What follows belongs to an exercise in optimizing a design on an open flow for small area and a short achievable clock period; a production flow would make more cautious choices.
At most, simulation tests tie the RTL to the original design; equivalence was not proved.
Power is estimated from default activity; no workload was simulated.

==> branch zinc <==
==> flow/design.v <==
`timescale 1ns / 1ps
module MUL6_FA (input a, input b, input c, output s, output co);
  assign s = a ^ b ^ c;
  assign co = (a & b) | (a & c) | (b & c);
endmodule
module MUL6_HA (input a, input b, output s, output co);
  assign s = a ^ b;
  assign co = a & b;
endmodule
module MUL6 (input [5:0] a, input [5:0] b, output [11:0] p);
  wire [5:0] pp [0:5];
  genvar i, j;
  generate
    for (i = 0; i < 6; i = i + 1) begin : gi
      for (j = 0; j < 6; j = j + 1) begin : gj
        assign pp[i][j] = a[i] & b[j];
      end
    end
  endgenerate
  wire s1_4, c1_4, s1_5a, c1_5a, s1_5b, c1_5b, s1_6a, c1_6a, s1_6b, c1_6b, s1_7, c1_7;
  MUL6_HA h14 (pp[0][4], pp[1][3], s1_4, c1_4);
  MUL6_FA f15 (pp[0][5], pp[1][4], pp[2][3], s1_5a, c1_5a);
  MUL6_HA h15 (pp[3][2], pp[4][1], s1_5b, c1_5b);
  MUL6_FA f16 (pp[1][5], pp[2][4], pp[3][3], s1_6a, c1_6a);
  MUL6_HA h16 (pp[4][2], pp[5][1], s1_6b, c1_6b);
  MUL6_FA f17 (pp[2][5], pp[3][4], pp[4][3], s1_7, c1_7);
  wire s2_3, c2_3, s2_4, c2_4, s2_5, c2_5, s2_6, c2_6, s2_7, c2_7, s2_8, c2_8;
  MUL6_HA h23 (pp[0][3], pp[1][2], s2_3, c2_3);
  MUL6_FA f24 (pp[2][2], pp[3][1], pp[4][0], s2_4, c2_4);
  MUL6_FA f25 (pp[5][0], c1_4, s1_5a, s2_5, c2_5);
  MUL6_FA f26 (c1_5a, c1_5b, s1_6a, s2_6, c2_6);
  MUL6_FA f27 (pp[5][2], c1_6a, c1_6b, s2_7, c2_7);
  MUL6_FA f28 (pp[3][5], pp[4][4], pp[5][3], s2_8, c2_8);
  wire s3_2, c3_2, s3_3, c3_3, s3_4, c3_4, s3_5, c3_5, s3_6, c3_6, s3_7, c3_7, s3_8, c3_8, s3_9, c3_9;
  MUL6_HA h32 (pp[0][2], pp[1][1], s3_2, c3_2);
  MUL6_FA f33 (pp[2][1], pp[3][0], s2_3, s3_3, c3_3);
  MUL6_FA f34 (s1_4, c2_3, s2_4, s3_4, c3_4);
  MUL6_FA f35 (s1_5b, c2_4, s2_5, s3_5, c3_5);
  MUL6_FA f36 (s1_6b, c2_5, s2_6, s3_6, c3_6);
  MUL6_FA f37 (s1_7, c2_6, s2_7, s3_7, c3_7);
  MUL6_FA f38 (c1_7, c2_7, s2_8, s3_8, c3_8);
  MUL6_FA f39 (pp[4][5], pp[5][4], c2_8, s3_9, c3_9);
  wire [11:0] r0 = {1'b0, pp[5][5], s3_9, s3_8, s3_7, s3_6, s3_5, s3_4, s3_3, s3_2, pp[0][1], pp[0][0]};
  wire [11:0] r1 = {1'b0, c3_9, c3_8, c3_7, c3_6, c3_5, c3_4, c3_3, c3_2, pp[2][0], pp[1][0], 1'b0};
  assign p[0] = r0[0];
  assign p[11:1] = r0[11:1] + r1[11:1];
endmodule
`timescale 1ns / 1ps
module NEURON(Clock, SignA, SignB, SignC, SignD, ExponentA, ExponentB, ExponentC, ExponentD, MantissaA, MantissaB, MantissaC, MantissaD, SignOut, ExponentOut, MantissaOut, SignOut1, ExponentOut1, MantissaOut1, SignOut2, ExponentOut2, MantissaOut2);
input Clock;
input SignA;
input SignB;
input SignC;
input SignD;
input [4:0] ExponentA;
input [4:0] ExponentB;
input [4:0] ExponentC;
input [4:0] ExponentD;
input [5:0] MantissaA;
input [5:0] MantissaB;
input [5:0] MantissaC;
input [5:0] MantissaD;
output SignOut, SignOut1, SignOut2;
output [4:0] ExponentOut, ExponentOut1, ExponentOut2;
output [5:0] MantissaOut, MantissaOut1, MantissaOut2;
reg [5:0] r_ma, r_mb, r_mc, r_md;
reg [5:0] r_e1, r_e2;    
reg r_t1, r_t2;          
always @(posedge Clock) begin
  r_ma <= MantissaA; r_mb <= MantissaB; r_mc <= MantissaC; r_md <= MantissaD;
  r_e1 <= ExponentA + ExponentB;
  r_e2 <= ExponentC + ExponentD;
  r_t1 <= SignA ~^ SignB;
  r_t2 <= SignC ~^ SignD;
end
wire [6:0] xd = {1'b0, r_e1} + {1'b0, ~r_e2};
wire [6:0] yd = {1'b0, r_e2} + {1'b0, ~r_e1};
wire e1_gt = xd[6];
wire e2_gt = yd[6];
wire [5:0] ediff = e1_gt ? ~yd[5:0] : ~xd[5:0];
wire [3:0] dsat = ediff[3:0] | {4{ediff[5] | ediff[4]}};
wire [11:0] p1, p2;
MUL6 mul1 (r_ma, r_mb, p1);
MUL6 mul2 (r_mc, r_md, p2);
reg [3:0] r_d;           
reg [11:0] r_p1, r_p2;   
reg [3:0] r_sh1, r_sh2;  
always @(posedge Clock) begin
  r_d <= dsat;
  r_p1 <= p1;
  r_p2 <= p2;
  r_sh1 <= r_d & {4{e2_gt}};
  r_sh2 <= r_d & {4{e1_gt}};
end
wire [11:0] ma = r_p1 >> r_sh1;
wire [11:0] mb = r_p2 >> r_sh2;
wire same = r_t1 ~^ r_t2;
wire inv = ~same;
wire [11:0] bb = mb ^ {12{inv}};
wire [11:0] p = ma ^ bb;
wire [11:0] g = ma & bb;
wire g10 = g[1] | p[1] & g[0],    p10 = p[1] & p[0];
wire g32 = g[3] | p[3] & g[2],    p32 = p[3] & p[2];
wire g54 = g[5] | p[5] & g[4],    p54 = p[5] & p[4];
wire g76 = g[7] | p[7] & g[6],    p76 = p[7] & p[6];
wire g98 = g[9] | p[9] & g[8],    p98 = p[9] & p[8];
wire gba = g[11] | p[11] & g[10], pba = p[11] & p[10];
wire g30 = g32 | p32 & g10,       p30 = p32 & p10;
wire g74 = g76 | p76 & g54,       p74 = p76 & p54;
wire gb8 = gba | pba & g98,       pb8 = pba & p98;
wire g50 = g54 | p54 & g30,       p50 = p54 & p30;
wire g70 = g74 | p74 & g30,       p70 = p74 & p30;
wire gb0 = gb8 | pb8 & g70;        
wire g60 = g[6] | p[6] & g50,     p60 = p[6] & p50;
wire g80 = g[8] | p[8] & g70,     p80 = p[8] & p70;
wire g90 = g98 | p98 & g70,       p90 = p98 & p70;
wire ga0 = g[10] | p[10] & g90,   pa0 = p[10] & p90;
wire ci = inv & gb0;
wire [11:6] cc;
assign cc[6]  = g50 | p50 & ci;
assign cc[7]  = g60 | p60 & ci;
assign cc[8]  = g70 | p70 & ci;
assign cc[9]  = g80 | p80 & ci;
assign cc[10] = g90 | p90 & ci;
assign cc[11] = ga0 | pa0 & ci;
wire flip = inv & ~gb0;
wire [5:0] su = p[11:6] ^ cc[11:6];
wire [5:0] m = su ^ {6{flip}};
wire c = gb0;
wire [5:0] kl = ma[5:0] | mb[5:0];
wire lowz = ~p[0] & (p[5:1] == kl[4:0]);
wire z = inv ? (p50 & p[6] & p[7] & pb8) : (lowz & ~|su);
wire s = (same | c) ? r_t1 : r_t2;
wire [5:0] E = e1_gt ? r_e1 : r_e2;
wire ge33 = (r_e1[5] & |r_e1[4:0]) | (r_e2[5] & |r_e2[4:0]);
wire ge32 = r_e1[5] | r_e2[5];
wire ge31 = ge32 | (&r_e1[4:0]) | (&r_e2[4:0]);
wire ge30 = ge32 | (&r_e1[4:1]) | (&r_e2[4:1]);
wire ge29 = ge32 | (&r_e1[4:2] & (r_e1[1] | r_e1[0])) | (&r_e2[4:2] & (r_e2[1] | r_e2[0]));
wire ge28 = ge32 | (&r_e1[4:2]) | (&r_e2[4:2]);
wire e0 = ~|{r_e1, r_e2};
reg q_s, q_zero, q_ge33, q_ge32, q_eq31, q_eq30, q_eq29, q_eq28;
reg [5:0] q_m;
reg [4:0] q_e;
always @(posedge Clock) begin
  q_s <= s;
  q_m <= m;
  q_e <= E[4:0];
  q_zero <= ~s & e0 & z;
  q_ge33 <= ge33;
  q_ge32 <= ge32;
  q_eq31 <= ge31 & ~ge32;
  q_eq30 <= ge30 & ~ge31;
  q_eq29 <= ge29 & ~ge30;
  q_eq28 <= ge28 & ~ge29;
end
wire ss = q_s;
wire zero = q_zero;
wire eq32 = q_ge32 & ~q_ge33;
reg [4:0] te; reg [5:0] tm;
always @* begin
  if (zero) begin te = 5'b00000; tm = 6'b000000; end
  else if (q_ge32) begin te = 5'b01111; tm = 6'b000000; end
  else if (q_eq31 & q_m[5]) begin te = 5'b01110; tm = 6'b111000; end
  else if (q_eq31) begin te = 5'b01110; tm = 6'b101100; end
  else if (q_eq30) begin te = 5'b01110; tm = {5'b10000, ~ss}; end
  else if (q_eq29) begin te = 5'b01101; tm = 6'b011000; end
  else if (q_eq28) begin te = 5'b01100; tm = 6'b011110; end
  else begin te = 5'b01011; tm = 6'b001000; end
end
reg [4:0] se; reg [5:0] sm;
always @* begin
  if (zero) begin se = 5'b01110; sm = 6'b000000; end
  else if (~ss) begin
    if (q_ge33) begin se = 5'b00000; sm = 6'b000000; end
    else if (eq32) begin se = 5'b01011; sm = 6'b000000; end
    else if (q_eq31 & (q_m[4:2] == 3'b111)) begin se = 5'b01100; sm = 6'b010000; end
    else if ((q_eq30 & (q_m[5:4] == 2'b11)) | q_eq31) begin se = 5'b01101; sm = 6'b000001; end
    else if (q_eq30) begin se = 5'b01101; sm = 6'b011000; end
    else begin se = 5'b01101; sm = 6'b110100; end
  end else begin
    if (q_ge33) begin se = 5'b01111; sm = 6'b000000; end
    else if (eq32) begin se = 5'b01110; sm = 6'b111010; end
    else if (q_eq31 & (q_m[4:2] == 3'b111)) begin se = 5'b01110; sm = 6'b110000; end
    else if ((q_eq30 & (q_m[5:4] == 2'b11)) | q_eq31) begin se = 5'b01110; sm = 6'b100000; end
    else if (q_eq30) begin se = 5'b01110; sm = 6'b010100; end
    else begin se = 5'b01110; sm = 6'b000110; end
  end
end
assign SignOut = ss;
assign ExponentOut = te;
assign MantissaOut = tm;
assign SignOut1 = 1'b1;
assign ExponentOut1 = se;
assign MantissaOut1 = sm;
assign SignOut2 = ss;
assign ExponentOut2 = ss ? q_e : 5'd0;
assign MantissaOut2 = ss ? q_m : 6'd0;
endmodule
==> flow/run.sh <==
#!/bin/bash
# synth_recipe.tcl (not shown) runs the flow's synth.tcl, then flattens the netlist and writes it again
# the make line also repeats each setting of config.mk as NAME=value (left out here)
make -C /OpenROAD-flow-scripts/flow DESIGN_CONFIG=/design/flow/config.mk WORK_HOME=/design/flow/orfs CLKGATE_MAP_FILE= SYNTH_SCRIPT=/design/flow/synth_recipe.tcl finish
==> flow/config.mk <==
export PLATFORM = sky130hd
export DESIGN_NAME = NEURON
export DESIGN_NICKNAME = NEURON
export VERILOG_FILES = /design/flow/design.v
export SDC_FILE = /design/flow/constraint.sdc
export NUM_CORES = 4
export LEC_CHECK = 0
export CAP_MARGIN = 20
export CORE_MARGIN = 2
export CORE_UTILIZATION = 40
export SLEW_MARGIN = 20
==> flow/constraint.sdc <==
create_clock -name core_clock -period 11.0 [get_ports {Clock}]
set_input_delay 2.2000 -clock core_clock [delete_from_list [all_inputs] [get_ports {Clock}]]
set_output_delay 2.2000 -clock core_clock [all_outputs]
set_load 0.01 [all_outputs]
==> inputs of branch juniper, as changes to branch zinc <==
--- a/flow/design.v
+++ b/flow/design.v
@@ -40,10 +40,36 @@
   MUL6_FA f37 (s1_7, c2_6, s2_7, s3_7, c3_7);
   MUL6_FA f38 (c1_7, c2_7, s2_8, s3_8, c3_8);
   MUL6_FA f39 (pp[4][5], pp[5][4], c2_8, s3_9, c3_9);
-  wire [11:0] r0 = {1'b0, pp[5][5], s3_9, s3_8, s3_7, s3_6, s3_5, s3_4, s3_3, s3_2, pp[0][1], pp[0][0]};
-  wire [11:0] r1 = {1'b0, c3_9, c3_8, c3_7, c3_6, c3_5, c3_4, c3_3, c3_2, pp[2][0], pp[1][0], 1'b0};
-  assign p[0] = r0[0];
-  assign p[11:1] = r0[11:1] + r1[11:1];
+  wire c2, c3, c4, c5;
+  assign p[0] = pp[0][0];
+  MUL6_HA a1 (pp[0][1], pp[1][0], p[1], c2);
+  MUL6_FA a2 (s3_2, pp[2][0], c2, p[2], c3);
+  MUL6_FA a3 (s3_3, c3_2, c3, p[3], c4);
+  MUL6_FA a4 (s3_4, c3_3, c4, p[4], c5);
+  MUL6_ADD6 a5 ({pp[5][5], s3_9, s3_8, s3_7, s3_6, s3_5}, {c3_9, c3_8, c3_7, c3_6, c3_5, c3_4}, c5, p[10:5], p[11]);
+endmodule
+module MUL6_ADD6 (input [5:0] a, input [5:0] b, input ci, output [5:0] s, output co);
+  wire [5:0] p = a ^ b;
+  wire [5:0] g = a & b;
+  wire G_0_m1 = g[0] | (p[0] & ci);
+  wire G_2_1 = g[2] | (p[2] & g[1]);
+  wire P_2_1 = p[2] & p[1];
+  wire G_1_m1 = g[1] | (p[1] & G_0_m1);
+  wire G_2_m1 = G_2_1 | (P_2_1 & G_0_m1);
+  wire G_4_3 = g[4] | (p[4] & g[3]);
+  wire P_4_3 = p[4] & p[3];
+  wire G_5_3 = g[5] | (p[5] & G_4_3);
+  wire P_5_3 = p[5] & P_4_3;
+  wire G_3_m1 = g[3] | (p[3] & G_2_m1);
+  wire G_4_m1 = G_4_3 | (P_4_3 & G_2_m1);
+  wire G_5_m1 = G_5_3 | (P_5_3 & G_2_m1);
+  assign s[0] = p[0] ^ ci;
+  assign s[1] = p[1] ^ G_0_m1;
+  assign s[2] = p[2] ^ G_1_m1;
+  assign s[3] = p[3] ^ G_2_m1;
+  assign s[4] = p[4] ^ G_3_m1;
+  assign s[5] = p[5] ^ G_4_m1;
+  assign co = G_5_m1;
 endmodule
 `timescale 1ns / 1ps
 module NEURON(Clock, SignA, SignB, SignC, SignD, ExponentA, ExponentB, ExponentC, ExponentD, MantissaA, MantissaB, MantissaC, MantissaD, SignOut, ExponentOut, MantissaOut, SignOut1, ExponentOut1, MantissaOut1, SignOut2, ExponentOut2, MantissaOut2);
@@ -63,37 +89,53 @@
 output SignOut, SignOut1, SignOut2;
 output [4:0] ExponentOut, ExponentOut1, ExponentOut2;
 output [5:0] MantissaOut, MantissaOut1, MantissaOut2;
+wire [5:0] e1, e2;
+wire [4:1] k1, k2;
+MUL6_HA ea0 (ExponentA[0], ExponentB[0], e1[0], k1[1]);
+MUL6_HA ec0 (ExponentC[0], ExponentD[0], e2[0], k2[1]);
+genvar i;
+generate for (i = 1; i < 5; i = i + 1) begin : eadd
+  if (i < 4) begin : mid
+    MUL6_FA ea (ExponentA[i], ExponentB[i], k1[i], e1[i], k1[i+1]);
+    MUL6_FA ec (ExponentC[i], ExponentD[i], k2[i], e2[i], k2[i+1]);
+  end else begin : top
+    MUL6_FA ea (ExponentA[i], ExponentB[i], k1[i], e1[i], e1[5]);
+    MUL6_FA ec (ExponentC[i], ExponentD[i], k2[i], e2[i], e2[5]);
+  end
+end endgenerate
 reg [5:0] r_ma, r_mb, r_mc, r_md;
 reg [5:0] r_e1, r_e2;    
 reg r_t1, r_t2;          
 always @(posedge Clock) begin
   r_ma <= MantissaA; r_mb <= MantissaB; r_mc <= MantissaC; r_md <= MantissaD;
-  r_e1 <= ExponentA + ExponentB;
-  r_e2 <= ExponentC + ExponentD;
+  r_e1 <= e1;
+  r_e2 <= e2;
   r_t1 <= SignA ~^ SignB;
   r_t2 <= SignC ~^ SignD;
 end
 wire [6:0] xd = {1'b0, r_e1} + {1'b0, ~r_e2};
-wire [6:0] yd = {1'b0, r_e2} + {1'b0, ~r_e1};
 wire e1_gt = xd[6];
-wire e2_gt = yd[6];
-wire [5:0] ediff = e1_gt ? ~yd[5:0] : ~xd[5:0];
+wire e_eq = &xd[5:0];
+wire e2_gt = ~e1_gt & ~e_eq;
+wire [5:0] xd1 = xd[5:0] + 6'd1;
+wire [5:0] ediff = e1_gt ? xd1 : ~xd[5:0];
 wire [3:0] dsat = ediff[3:0] | {4{ediff[5] | ediff[4]}};
 wire [11:0] p1, p2;
 MUL6 mul1 (r_ma, r_mb, p1);
 MUL6 mul2 (r_mc, r_md, p2);
 reg [3:0] r_d;           
-reg [11:0] r_p1, r_p2;   
-reg [3:0] r_sh1, r_sh2;  
+reg [11:0] r_x, r_y;
+reg [3:0] r_amt;
+reg r_swp;
 always @(posedge Clock) begin
   r_d <= dsat;
-  r_p1 <= p1;
-  r_p2 <= p2;
-  r_sh1 <= r_d & {4{e2_gt}};
-  r_sh2 <= r_d & {4{e1_gt}};
-end
-wire [11:0] ma = r_p1 >> r_sh1;
-wire [11:0] mb = r_p2 >> r_sh2;
+  r_x <= e2_gt ? p1 : p2;
+  r_y <= e2_gt ? p2 : p1;
+  r_amt <= r_d & {4{e1_gt | e2_gt}};
+  r_swp <= e2_gt;
+end
+wire [11:0] ma = r_y;
+wire [11:0] mb = r_x >> r_amt;
 wire same = r_t1 ~^ r_t2;
 wire inv = ~same;
 wire [11:0] bb = mb ^ {12{inv}};
@@ -128,22 +170,25 @@
 wire [5:0] m = su ^ {6{flip}};
 wire c = gb0;
 wire [5:0] kl = ma[5:0] | mb[5:0];
-wire lowz = ~p[0] & (p[5:1] == kl[4:0]);
-wire z = inv ? (p50 & p[6] & p[7] & pb8) : (lowz & ~|su);
-wire s = (same | c) ? r_t1 : r_t2;
+wire zsub = p50 & p[6] & p[7] & pb8;    
+wire z = inv ? zsub : (~p[0] & (p[5:1] == kl[4:0]) & ~|su);
+wire ta = r_swp ? r_t2 : r_t1;   
+wire tb = r_swp ? r_t1 : r_t2;   
+wire s = same ? r_t1 : ((c | (r_swp & zsub)) ? ta : tb);
 wire [5:0] E = e1_gt ? r_e1 : r_e2;
-wire ge33 = (r_e1[5] & |r_e1[4:0]) | (r_e2[5] & |r_e2[4:0]);
-wire ge32 = r_e1[5] | r_e2[5];
-wire ge31 = ge32 | (&r_e1[4:0]) | (&r_e2[4:0]);
-wire ge30 = ge32 | (&r_e1[4:1]) | (&r_e2[4:1]);
-wire ge29 = ge32 | (&r_e1[4:2] & (r_e1[1] | r_e1[0])) | (&r_e2[4:2] & (r_e2[1] | r_e2[0]));
-wire ge28 = ge32 | (&r_e1[4:2]) | (&r_e2[4:2]);
-wire e0 = ~|{r_e1, r_e2};
-reg q_s, q_zero, q_ge33, q_ge32, q_eq31, q_eq30, q_eq29, q_eq28;
+wire ge33 = E[5] & |E[4:0];
+wire ge32 = E[5];
+wire ge31 = E[5] | &E[4:0];
+wire ge30 = E[5] | &E[4:1];
+wire ge29 = E[5] | (&E[4:2] & (E[1] | E[0]));
+wire ge28 = E[5] | &E[4:2];
+wire e0 = ~|E;
+reg q_s, q_sn, q_zero, q_ge33, q_ge32, q_eq31, q_eq30, q_eq29, q_eq28;
 reg [5:0] q_m;
 reg [4:0] q_e;
 always @(posedge Clock) begin
   q_s <= s;
+  q_sn <= ~s;
   q_m <= m;
   q_e <= E[4:0];
   q_zero <= ~s & e0 & z;
@@ -154,16 +199,18 @@
   q_eq29 <= ge29 & ~ge30;
   q_eq28 <= ge28 & ~ge29;
 end
-wire ss = q_s;
+wire q_m5 = q_m[5];
+wire q_m432 = &q_m[4:2];
+wire q_m54 = &q_m[5:4];
 wire zero = q_zero;
 wire eq32 = q_ge32 & ~q_ge33;
 reg [4:0] te; reg [5:0] tm;
 always @* begin
   if (zero) begin te = 5'b00000; tm = 6'b000000; end
   else if (q_ge32) begin te = 5'b01111; tm = 6'b000000; end
-  else if (q_eq31 & q_m[5]) begin te = 5'b01110; tm = 6'b111000; end
+  else if (q_eq31 & q_m5) begin te = 5'b01110; tm = 6'b111000; end
   else if (q_eq31) begin te = 5'b01110; tm = 6'b101100; end
-  else if (q_eq30) begin te = 5'b01110; tm = {5'b10000, ~ss}; end
+  else if (q_eq30) begin te = 5'b01110; tm = {5'b10000, ~q_s}; end
   else if (q_eq29) begin te = 5'b01101; tm = 6'b011000; end
   else if (q_eq28) begin te = 5'b01100; tm = 6'b011110; end
   else begin te = 5'b01011; tm = 6'b001000; end
@@ -171,29 +218,29 @@
 reg [4:0] se; reg [5:0] sm;
 always @* begin
   if (zero) begin se = 5'b01110; sm = 6'b000000; end
-  else if (~ss) begin
+  else if (q_sn) begin
     if (q_ge33) begin se = 5'b00000; sm = 6'b000000; end
     else if (eq32) begin se = 5'b01011; sm = 6'b000000; end
-    else if (q_eq31 & (q_m[4:2] == 3'b111)) begin se = 5'b01100; sm = 6'b010000; end
-    else if ((q_eq30 & (q_m[5:4] == 2'b11)) | q_eq31) begin se = 5'b01101; sm = 6'b000001; end
+    else if (q_eq31 & q_m432) begin se = 5'b01100; sm = 6'b010000; end
+    else if ((q_eq30 & q_m54) | q_eq31) begin se = 5'b01101; sm = 6'b000001; end
     else if (q_eq30) begin se = 5'b01101; sm = 6'b011000; end
     else begin se = 5'b01101; sm = 6'b110100; end
   end else begin
     if (q_ge33) begin se = 5'b01111; sm = 6'b000000; end
     else if (eq32) begin se = 5'b01110; sm = 6'b111010; end
-    else if (q_eq31 & (q_m[4:2] == 3'b111)) begin se = 5'b01110; sm = 6'b110000; end
-    else if ((q_eq30 & (q_m[5:4] == 2'b11)) | q_eq31) begin se = 5'b01110; sm = 6'b100000; end
+    else if (q_eq31 & q_m432) begin se = 5'b01110; sm = 6'b110000; end
+    else if ((q_eq30 & q_m54) | q_eq31) begin se = 5'b01110; sm = 6'b100000; end
     else if (q_eq30) begin se = 5'b01110; sm = 6'b010100; end
     else begin se = 5'b01110; sm = 6'b000110; end
   end
 end
-assign SignOut = ss;
+assign SignOut = q_s;
 assign ExponentOut = te;
 assign MantissaOut = tm;
 assign SignOut1 = 1'b1;
 assign ExponentOut1 = se;
 assign MantissaOut1 = sm;
-assign SignOut2 = ss;
-assign ExponentOut2 = ss ? q_e : 5'd0;
-assign MantissaOut2 = ss ? q_m : 6'd0;
-endmodule
+assign SignOut2 = q_s;
+assign ExponentOut2 = q_s ? q_e : 5'd0;
+assign MantissaOut2 = q_s ? q_m : 6'd0;
+endmodule
==> flow/flow/run.sh (new file) <==
#!/bin/bash
# The standard layout, with plain buf_1 cells as port buffers and timing
# repair aiming below the clock period (paths with less than SETUP_SLACK_MARGIN
# ns of slack are repaired).
set -euo pipefail
export BUFFER_PORTS_ARGS="-buffer_cell sky130_fd_sc_hd__buf_1"
export SETUP_SLACK_MARGIN=7.1
bash standard.sh > standard_flow.log 2>&1
==> flow/standard.sh (new file) <==
#!/bin/bash
# synth_recipe.tcl (not shown) runs the flow's synth.tcl, then flattens the netlist and writes it again
# the make line also repeats each setting of config.mk as NAME=value (left out here)
make -C /OpenROAD-flow-scripts/flow DESIGN_CONFIG=/design/flow/config.mk WORK_HOME=/design/flow/orfs CLKGATE_MAP_FILE= SYNTH_SCRIPT=/design/flow/synth_recipe.tcl "${@:-finish}"
--- a/flow/config.mk
+++ b/flow/config.mk
@@ -7,5 +7,8 @@
 export LEC_CHECK = 0
 export CAP_MARGIN = 20
 export CORE_MARGIN = 2
-export CORE_UTILIZATION = 40
+export CORE_UTILIZATION = 70
+export CTS_BUF_LIST = sky130_fd_sc_hd__clkbuf_8
+export PLACE_DENSITY = 0.75
 export SLEW_MARGIN = 20
+export TNS_END_PERCENT = 5
removed: flow/run.sh
==> comparison table <==
                                                          branch zinc  branch juniper
Result of the run                    no timing/DRC/antenna violations  no timing/DRC/antenna violations
CTS resizes                                                         0              15
Clk pwr                                                        350 uW          214 uW
WL met1                                                       6160 um         5500 um
Multi-input gate area                                      4600 sq um      4230 sq um
Overall Global Routing Usage                                    16.8%           27.0%
Number of nets in the final layout                                961             890
Power per Cell Area                                       251 nW/um^2     235 nW/um^2
Worst-margin pin slew                                        0.697 ns        0.786 ns
Worst r2r src                                                r_sh2[0]        r_amt[0]
Max VDD drop                                               0.000115 V      0.000104 V
Post-detailed-placement half-perimeter wirelength           11,800 um         9980 um
Cell area after synthesis                                  6880 sq um      6350 sq um
Cell count after synthesis                                        745             656
Start-to-end type of the worst setup path          flop to output pin    flop to flop
No functional check of the RTL was part of branch zinc.

[what the ideal ports hide]
No port has a modelled driver above. Below, the same layouts with a new extraction and two added sets of constraints.
Step 1 (the two cells are an assumption about what drives the block):
set clk [get_ports {Clock}]
set_driving_cell -lib_cell sky130_fd_sc_hd__clkbuf_16 $clk
set_driving_cell -lib_cell sky130_fd_sc_hd__buf_2 [delete_from_list [all_inputs] $clk]
Step 2, shift: input delay + t, output delay - t, t = (earliest + latest rising clock arrival at the registers) / 2. This alone moves slack from input paths to output paths.
Slacks: no drivers / after step 1 / after step 2; pairs: no drivers / after step 1.
run	t (ns)	slack for setup (ns)	worst setup path after step 2	pins driven straight from the clock port
branch zinc	0.392	6.500 / 6.455 / 6.690	register to register	1
branch juniper	0.379	7.009 / 7.009 / 6.930	input to register	1
After both steps setup and hold are still met in every run listed. The setup slack of branch juniper, which loses most, moves by 0.000 ns with the drivers and by -0.079 ns with both steps.
